Context: an optimization exercise on an open-source flow, tuned for small area, a short achievable clock period and few clock cycles. The choices shown serve that exercise and are no tape-out recipe.
For this run, only the layout was checked, not whether the RTL still works.
Power is estimated from default activity; no workload was simulated.

==> flow/design.v <==
`timescale 1ns/10ps
module CLE ( clk, reset, rom_q, rom_a, sram_q, sram_a, sram_d, sram_wen, finish);
input         clk;
input         reset;
input  [7:0]  rom_q;
output [6:0]  rom_a;
input  [7:0]  sram_q;
output [9:0]  sram_a;
output [7:0]  sram_d;
output        sram_wen;
output        finish;
reg  [9:0] sram_a;
reg        sram_wen;
reg        finish;
localparam WAIT = 4'd0, RS0 = 4'd1, RS1 = 4'd2, RS2 = 4'd3, RS3 = 4'd4,
           RS4  = 4'd5, CMP = 4'd6, PUT = 4'd7, SLW = 4'd8;
reg  [3:0] st;
reg        fin_st;       
reg  [9:0] pos;          
reg  [7:0] NWv, Nv, NEv; 
reg        rd1, rd2;     
reg  [7:0] Mv;           
reg        Lz;           
reg        wf;           
reg  [3:0] mods;         
reg  [7:0] newv;         
reg        early;        
function [1:0] cmp8;
    input [7:0] a, b;
    reg   [7:0] g, e;
    reg   [3:0] g2, e2;
    reg   [1:0] g4, e4;
    integer i;
    begin
        for (i = 0; i < 8; i = i + 1) begin
            g[i] = a[i] & ~b[i];
            e[i] = ~(g[i] | (~a[i] & b[i]));
        end
        for (i = 0; i < 4; i = i + 1) begin
            g2[i] = g[2*i+1] | (e[2*i+1] & g[2*i]);
            e2[i] = e[2*i+1] & e[2*i];
        end
        for (i = 0; i < 2; i = i + 1) begin
            g4[i] = g2[2*i+1] | (e2[2*i+1] & g2[2*i]);
            e4[i] = e2[2*i+1] & e2[2*i];
        end
        cmp8 = {g4[1] | (e4[1] & g4[0]), e4[1] & e4[0]};
    end
endfunction
reg  [7:0] fa;           
reg        rv;           
reg  [7:0] cw;
reg  [7:0] nb;           
reg        nbv;
reg        nbadj;        
reg        gap;          
assign rom_a  = (fa[6:0] == 7'd127) ? 7'd0 : fa[6:0];
assign sram_d = Mv;
wire [7:0] q_rev = {rom_q[0], rom_q[1], rom_q[2], rom_q[3],
                    rom_q[4], rom_q[5], rom_q[6], rom_q[7]};
wire [7:0] qm = q_rev & {~(fa[6:0] == 7'd127), 6'b111111, ~(fa[6:0] == 7'd0)};
wire [2:0] o = pos[2:0];
reg  [7:0] gtm;
always @(*) begin
    case (o)
    3'd0: gtm = 8'b11111110;
    3'd1: gtm = 8'b11111100;
    3'd2: gtm = 8'b11111000;
    3'd3: gtm = 8'b11110000;
    3'd4: gtm = 8'b11100000;
    3'd5: gtm = 8'b11000000;
    3'd6: gtm = 8'b10000000;
    default: gtm = 8'b00000000;
    endcase
end
wire [7:0] above  = cw & gtm;
wire       rem_nz = |above;
wire       avail  = rem_nz | nbv;
wire [7:0] srcw   = rem_nz ? above : nb;
wire [6:0] nbi    = fa[6:0] - 7'd1;
wire [6:0] wd     = rem_nz ? pos[9:3] : nbi;
reg  [2:0] off, offm1;
always @(*) begin
    casez (srcw)
    8'b???????1: begin off = 3'd0; offm1 = 3'd7; end
    8'b??????10: begin off = 3'd1; offm1 = 3'd0; end
    8'b?????100: begin off = 3'd2; offm1 = 3'd1; end
    8'b????1000: begin off = 3'd3; offm1 = 3'd2; end
    8'b???10000: begin off = 3'd4; offm1 = 3'd3; end
    8'b??100000: begin off = 3'd5; offm1 = 3'd4; end
    8'b?1000000: begin off = 3'd6; offm1 = 3'd5; end
    default:     begin off = 3'd7; offm1 = 3'd6; end
    endcase
end
wire [9:0] nextpix = {wd, off};
wire [4:0] nrm1    = wd[6:2] - 5'd1;
wire [1:0] nwm1    = wd[1:0] - 2'd1;
wire [9:0] nx1     = {nrm1, (srcw[0] ? {nwm1, 3'd7} : {wd[1:0], offm1})};
wire       done    = fa[7] & ~rem_nz & ~nbv;
wire       cont    = rem_nz ? ((above & ~{gtm[6:0], 1'b0}) != 8'd0)
                            : (nbv & nbadj & nb[0] & (o == 3'd7) & (pos[4:3] != 2'd3));
reg        take;
wire       take_nb = take & ~rem_nz;
wire       accept  = rv & ~fa[7] & (~nbv | take_nb);
always @(posedge clk or posedge reset) begin
    if (reset) begin
        fa  <= 8'd0;
        rv  <= 1'b0;
        cw  <= 8'd0;
        nbv <= 1'b0;
        gap <= 1'b1;
    end else begin
        rv <= ~accept;
        if (accept) fa <= fa + 8'd1;
        if (take_nb) cw <= nb;
        if (accept & (qm != 8'd0)) begin
            nbv   <= 1'b1;
            nb    <= qm;
            nbadj <= ~gap;
            gap   <= 1'b0;
        end else begin
            if (take_nb) nbv <= 1'b0;
            if (accept)  gap <= 1'b1;
        end
    end
end
wire [7:0] Wv = (wf & ~Lz) ? Mv : 8'd0;
wire [7:0] v0 = newv, v1 = NWv, v2 = Nv, v3 = NEv, v4 = Wv;
wire [1:0] c01 = cmp8(v0, v1), c02 = cmp8(v0, v2), c03 = cmp8(v0, v3), c04 = cmp8(v0, v4);
wire [1:0] c12 = cmp8(v1, v2), c13 = cmp8(v1, v3), c14 = cmp8(v1, v4);
wire [1:0] c23 = cmp8(v2, v3), c24 = cmp8(v2, v4);
wire [1:0] c34 = cmp8(v3, v4);
wire ge01 = |c01, ge02 = |c02, ge03 = |c03, ge04 = |c04;
wire ge12 = |c12, ge13 = |c13, ge14 = |c14, ge23 = |c23, ge24 = |c24, ge34 = |c34;
wire gt01 = c01[1], gt02 = c02[1], gt03 = c03[1], gt04 = c04[1];
wire gt12 = c12[1], gt13 = c13[1], gt14 = c14[1], gt23 = c23[1], gt24 = c24[1], gt34 = c34[1];
wire s0 = ge01 & ge02 & ge03 & ge04;
wire s1 = ~ge01 & ge12 & ge13 & ge14;
wire s2 = ~ge02 & ~ge12 & ge23 & ge24;
wire s3 = ~ge03 & ~ge13 & ~ge23 & ge34;
wire s4 = ~ge04 & ~ge14 & ~ge24 & ~ge34;
wire [7:0] m = ({8{s0}} & v0) | ({8{s1}} & v1) | ({8{s2}} & v2) |
               ({8{s3}} & v3) | ({8{s4}} & v4);
wire       nz0 = ~|v0;
wire [3:0] mods_n = {(|v1) & (gt01 | ~ge12 | ~ge13 | ~ge14),
                     (|v2) & (gt02 | gt12 | ~ge23 | ~ge24),
                     (|v3) & (gt03 | gt13 | gt23 | ~ge34),
                     (|v4) & (gt04 | gt14 | gt24 | gt34)};
wire [4:0] pr   = pos[9:5];
wire [4:0] pc   = pos[4:0];
wire [4:0] prm1 = pr - 5'd1;
wire [4:0] prp1 = pr + 5'd1;
wire [4:0] pcm1 = pc - 5'd1;
wire [4:0] pcp1 = pc + 5'd1;
wire [4:0] pcp2 = pc + 5'd2;
wire [4:0] pcp3 = pc + 5'd3;
wire       hazard = (nextpix == {prp1, pcp1});
wire       last_slw = (mods & (mods - 4'd1)) == 4'd0;
always @(*) begin
    case (st)
    WAIT:    take = avail & ~fin_st;
    PUT:     take = avail & (mods == 4'd0);
    SLW:     take = avail & last_slw;
    default: take = 1'b0;
    endcase
end
always @(posedge clk) begin
    rd2 <= rd1;
    if (rd2) begin
        NWv <= Nv;
        Nv  <= NEv;
        NEv <= sram_q;
    end
end
always @(posedge clk or posedge reset) begin
    if (reset) begin
        st       <= WAIT;
        fin_st   <= 1'b0;
        sram_wen <= 1'b1;
        finish   <= 1'b0;
        newv     <= 8'd250;
        Lz       <= 1'b1;
        rd1      <= 1'b0;
    end else begin
        sram_wen <= 1'b1;
        rd1      <= 1'b0;
        sram_a   <= {prm1, pcp3};
        if (take) pos <= nextpix;
        case (st)
        WAIT: begin
            sram_a <= nx1;
            if (fin_st) finish <= 1'b1;
            else if (avail) begin
                wf  <= cont;
                rd1 <= 1'b1;
                st  <= RS1;
            end else if (done) fin_st <= 1'b1;
        end
        RS0: begin
            sram_a <= {prm1, pcm1};
            rd1    <= 1'b1;
            st     <= RS1;
        end
        RS1: begin
            sram_a <= {prm1, pc};
            rd1    <= 1'b1;
            st     <= RS2;
        end
        RS2: begin
            sram_a <= {prm1, pcp1};
            rd1    <= 1'b1;
            st     <= RS3;
        end
        RS3: begin
            sram_a <= {prm1, pcp2};
            rd1    <= 1'b1;
            st     <= RS4;
        end
        RS4: st <= CMP;
        CMP: begin
            Mv   <= m;
            Lz   <= nz0;
            mods <= mods_n;
            if (nz0 | s0) newv <= newv - 8'd1;
            rd1  <= 1'b1;
            early <= ~cont & avail & ~hazard;
            if (~cont & avail & ~hazard) sram_a <= nx1;
            st <= PUT;
        end
        PUT: begin
            sram_a   <= pos;
            sram_wen <= Lz;
            if (mods != 4'd0) st <= SLW;
            else if (cont) begin
                wf <= 1'b1;
                st <= CMP;
            end else if (avail) begin
                wf <= 1'b0;
                st <= early ? RS1 : RS0;
            end else st <= WAIT;
        end
        SLW: begin
            sram_wen <= 1'b0;
            if (mods[3])      begin sram_a <= {prm1, pcm1}; mods[3] <= 1'b0; end
            else if (mods[2]) begin sram_a <= {prm1, pc};   mods[2] <= 1'b0; end
            else if (mods[1]) begin sram_a <= {prm1, pcp1}; mods[1] <= 1'b0; end
            else              begin sram_a <= {pr, pcm1};   mods[0] <= 1'b0; end
            if (last_slw) begin
                wf <= cont;
                st <= avail ? RS0 : WAIT;
            end
        end
        default: st <= WAIT;
        endcase
    end
end
endmodule
==> flow/run.sh <==
#!/bin/bash
# synth_recipe.tcl (not shown) runs the flow's synth.tcl, then flattens the netlist and writes it again
# the make line also repeats each setting of config.mk as NAME=value (left out here)
make -C /OpenROAD-flow-scripts/flow DESIGN_CONFIG=/design/flow/config.mk WORK_HOME=/design/flow/orfs CLKGATE_MAP_FILE= SYNTH_SCRIPT=/design/flow/synth_recipe.tcl finish
==> flow/config.mk <==
export PLATFORM = sky130hd
export DESIGN_NAME = CLE
export DESIGN_NICKNAME = CLE
export VERILOG_FILES = /design/flow/design.v
export SDC_FILE = /design/flow/constraint.sdc
export NUM_CORES = 4
export LEC_CHECK = 0
export CAP_MARGIN = 30
export CORE_MARGIN = 2
export CORE_UTILIZATION = 50
export PLACE_DENSITY = 0.6
export SLEW_MARGIN = 20
==> flow/constraint.sdc <==
create_clock -name core_clock -period 9.0 [get_ports {clk}]
set_input_delay 1.8000 -clock core_clock [delete_from_list [all_inputs] [get_ports {clk}]]
set_output_delay 1.8000 -clock core_clock [all_outputs]
set_load 0.01 [all_outputs]
==> results_dict.tcl <==
set metrics [dict create \
    run_status "complete, no violations" \
    clk_pin_slew_ns 0.08 \
    worst_pin_slew_ns 0.946 \
    cts_htree_levels 3 \
    ys.flop_type "sky130_fd_sc_hd__edfxtp_1" \
    cts.sink_count 103 \
    finalMaxSlewViolations 0 \
    worst_setup_path_end_kind "flip-flop" \
    post_cts_buffers 0 \
    number_of_flops_mapped_to_enable_cells_by_yosys 67 \
    drt_pre_antenna_iters 5 \
    cts_root_buffer "sky130_fd_sc_hd__clkbuf_16" \
    critical_path_peak_fanout 12 \
    antenna_found_initial 0 \
    ys_ff_latch 103 \
    setup_repair_after_global_routing_missed_its_margin "false" \
    fin_crit_sh_pct 59.3 \
    hold_viol_final 0 \
    finalSetupTns_ns 0 \
    vias_per_cell 6.44 \
    setup_violations 0 \
    drive_above_1_share_pct 6.31 \
    hold_buffers 0 \
    dp_hpwl_mm 19.8 \
    numPortBuffers 44 \
    placeableCoreArea_um2 16500 \
    die-height_um 134 \
    route.final.wire_length_mm 25.7 \
    drt_iter0_markers 660 \
    startpoint "pos[0]$_DFFE_PP_" \
    synth.distinct_cells 80 \
    hold_start "rd1$_DFF_PP0_" \
    yosysSeqAreaShare_pct 34.6 \
    final_net_count 1062 \
    setup.worst_path.class "flip-flop to flip-flop" \
    r2r-end "nb[2]$_DFFE_PP_" \
    detail_route.wl_per_cell_um 21.9 \
    leading_cell_types_in_the_layout_fill_and_taps_excluded "sky130_fd_sc_hd__ha_1 (98), sky130_fd_sc_hd__nor2_1 (74), sky130_fd_sc_hd__nand2_1 (72), sky130_fd_sc_hd__edfxtp_1 (67), sky130_fd_sc_hd__a21oi_1 (64)" \
    pin_count_of_the_biggest_net_entering_global_routing 25 \
    global_route_usage_sum_pct 29.2 \
    clock_insertion_delay_worst_skew_ns 0.36 \
    diodes 0 \
    worst_setup_path_endpoint "nb[2]$_DFFE_PP_" \
    rows 47 \
    area_delta_synth_final_pct 10.6 \
    ff2ff_setup_slack_ns 3.66 \
    drt.antenna.violating_nets 0 \
    critical_path_required_ns 8.99 \
    post_cts.resized_instances 0 \
    worst_ir_drop_vdd_mv 0.180 \
    synth_instances 922 \
    yosys_warnings 1 \
    floorplan.die.width_um 134 \
    die_area_um2 17900 \
    synth.cell_area_um2 8440 \
    minimum_clock_period_after_layout_ns 5.34 \
    timing.critical_path.from_type "flip-flop" \
    critical_path.reg2reg.startpoint "pos[0]$_DFFE_PP_" \
    post_synthesis_net_count 1038 \
    reg2regPathDepth 11 \
    synth_async_sr_flop_share_pct 34.0 \
    maxSlewHeadroom_pct 36.7 \
    max_clock_freq_mhz 187 \
    min_path_type "flip-flop to flip-flop" \
    vias 7538 \
    grt_first_pass_wirelength_mm 40.2 \
    cts_tree "done" \
    worst_clk_skew_ns 0.00801 \
    critical_path_arrival_ns 5.33 \
    cts_buffers 9 \
    final.hold.worst_slack_ns 0.394 \
    grt_overflow_total 0 \
    initial_standard_cell_utilization_of_the_core_pct 51.1 \
    power.leakage_uw 0.00381 \
    mostFrequentLayoutCell "sky130_fd_sc_hd__ha_1" \
    cts-root-to-sink-buffers 2 \
    cap_viol_max_count 0 \
    power-per-cell-area_nw_per_um2 362 \
    grt_pass1_vias 7198 \
    top_level_ports 45 \
    drc_errors 0 \
    gp_congestion 0.984 \
    avgSynthCellArea_um2 9.15 \
]
[cell families (layout without fill, tap and decap cells)]
| family | count (synthesis) | in the layout | share of synthesized area (%) |
|---|---|---|---|
| flops | 103 | 103 | 34.6 |
| xor+xnor | 47 | 47 | 5.21 |
| simple gates | 307 | 307 | 18.3 |
| compound gates | 264 | 264 | 21.4 |
| fa+ha+maj | 99 | 99 | 14.7 |
| buf+inv | 90 | 119 | 4.30 |
| mux | 12 | 12 | 1.54 |
[synthesized netlist by cell type (all sizes together), types with 10 or more instances]
library cell   n  area (um^2)
ha            98         1230
nor2          74          278
nand2         73          277
edfxtp        67         2010
a21oi         65          329
inv           52          195
o21ai         46          230
xnor2         34          298
a21o          33          248
nand3         33          165
clkbuf        30          113
dfrtp         26          651
nand4         22          138
nor3          18         95.1
a211oi        13         97.6
nor2b         13         81.3
or3           12         75.1
and2          11         68.8
xor2          11         96.3
and3          10         62.6
nor4          10         77.6
[cell type report]
type                    instances  area (um^2)
repair buffers                 50          505
inverters                      53          199
multi-input cells             729         5150
clock inverters                 7         51.3
well taps                     220          275
flip-flops and latches        103         2920
fillers                      1476         7190
clock buffers                   9          225
[layer usage]
layer  GRT usage, %  share of wire [%]
met1           45.5                 48
met2           41.2                 41
met3           5.25                9.1
met4           8.16                1.7
met5              0                  0
[worst min-delay path by stage]
stage                        endpoint  slack [ns]  depth (start not counted)
after floorplan           rd2$_DFF_P_        0.32                          0
after CTS                 rd2$_DFF_P_        0.39                          0
after detailed placement  rd2$_DFF_P_        0.35                          0
after global routing      rd2$_DFF_P_        0.39                          0
final                     rd2$_DFF_P_        0.39                          0
after global placement    rd2$_DFF_P_        0.36                          0
[flip-flops by register name (all words and copies together) (netlist names)]
signal	count
nbadj	1
NWv	8
rd2	1
early	1
newv	8
Lz	1
Mv	8
cw	7
mods	4
nbv	1
rv	1
sram_a	10
fa	8
fin_st	1
nb	8
rd1	1
sram_wen	1
Nv	8
NEv	8
finish	1
pos	10
gap	1
st	4
wf	1
[per-stage QoR]
| step | setup slack [ns] | cell area, um^2 | power (uW) | utilization [%] | instances |
|---|---|---|---|---|---|
| after floorplan | 4.60 | 8440 | 2310 | - | 922 |
| after global placement | 3.94 | 9030 | 2870 | 54.6 | 1154 |
| after detailed placement | 3.79 | 9030 | 2930 | 54.6 | 1154 |
| after CTS | 3.73 | 9300 | 3320 | 56.3 | 1170 |
| after global routing | 3.28 | 9330 | 3630 | 56.5 | 1171 |
| final | 3.66 | 9330 | 3370 | 56.5 | 1171 |
[critical path: stages (launching register included)]
cell and delay, ns:
sky130_fd_sc_hd__edfxtp_1 0.65, sky130_fd_sc_hd__inv_1 0.27, sky130_fd_sc_hd__ha_1 0.38, sky130_fd_sc_hd__or3_1 0.45, sky130_fd_sc_hd__o21a_1 0.26, sky130_fd_sc_hd__or3_1 0.52, sky130_fd_sc_hd__nor3_1 0.22, sky130_fd_sc_hd__buf_4 0.22
sky130_fd_sc_hd__nand3_1 0.35, sky130_fd_sc_hd__a21oi_1 0.75, sky130_fd_sc_hd__o31ai_1 0.25, sky130_fd_sc_hd__nor2_1 0.64
[power by group]
part           total [uW]  internal (uW)  switching (uW)
Sequential           1000            727             274
Clock                 383            191             191
Combinational        1990            830            1160
Total                3370           1750            1620

==> what the ideal ports hide <==
In the flow no input, the clock included, has a driving cell. The finished layout below was timed again as built, in two steps.
Step 1, drivers: a clkbuf_16 drives clk and a buf_2 each remaining input, both assumed.
Step 2 moves the port delays by t, midway between the first and last clock arrival at a register: inputs arrive t later, outputs are due t later. That takes back most of the time a late clock gives input paths.
Slacks: ideal ports / drivers / drivers and shift; pairs: ideal ports / drivers.
t (ns): 0.399
slack for setup (ns): 3.663 / 3.663 / 3.663
cell pins on the clock port's net: 1
After both steps this run still meets setup and hold. The setup slack of this run moves by 0.000 ns with the drivers and by 0.000 ns with both steps.
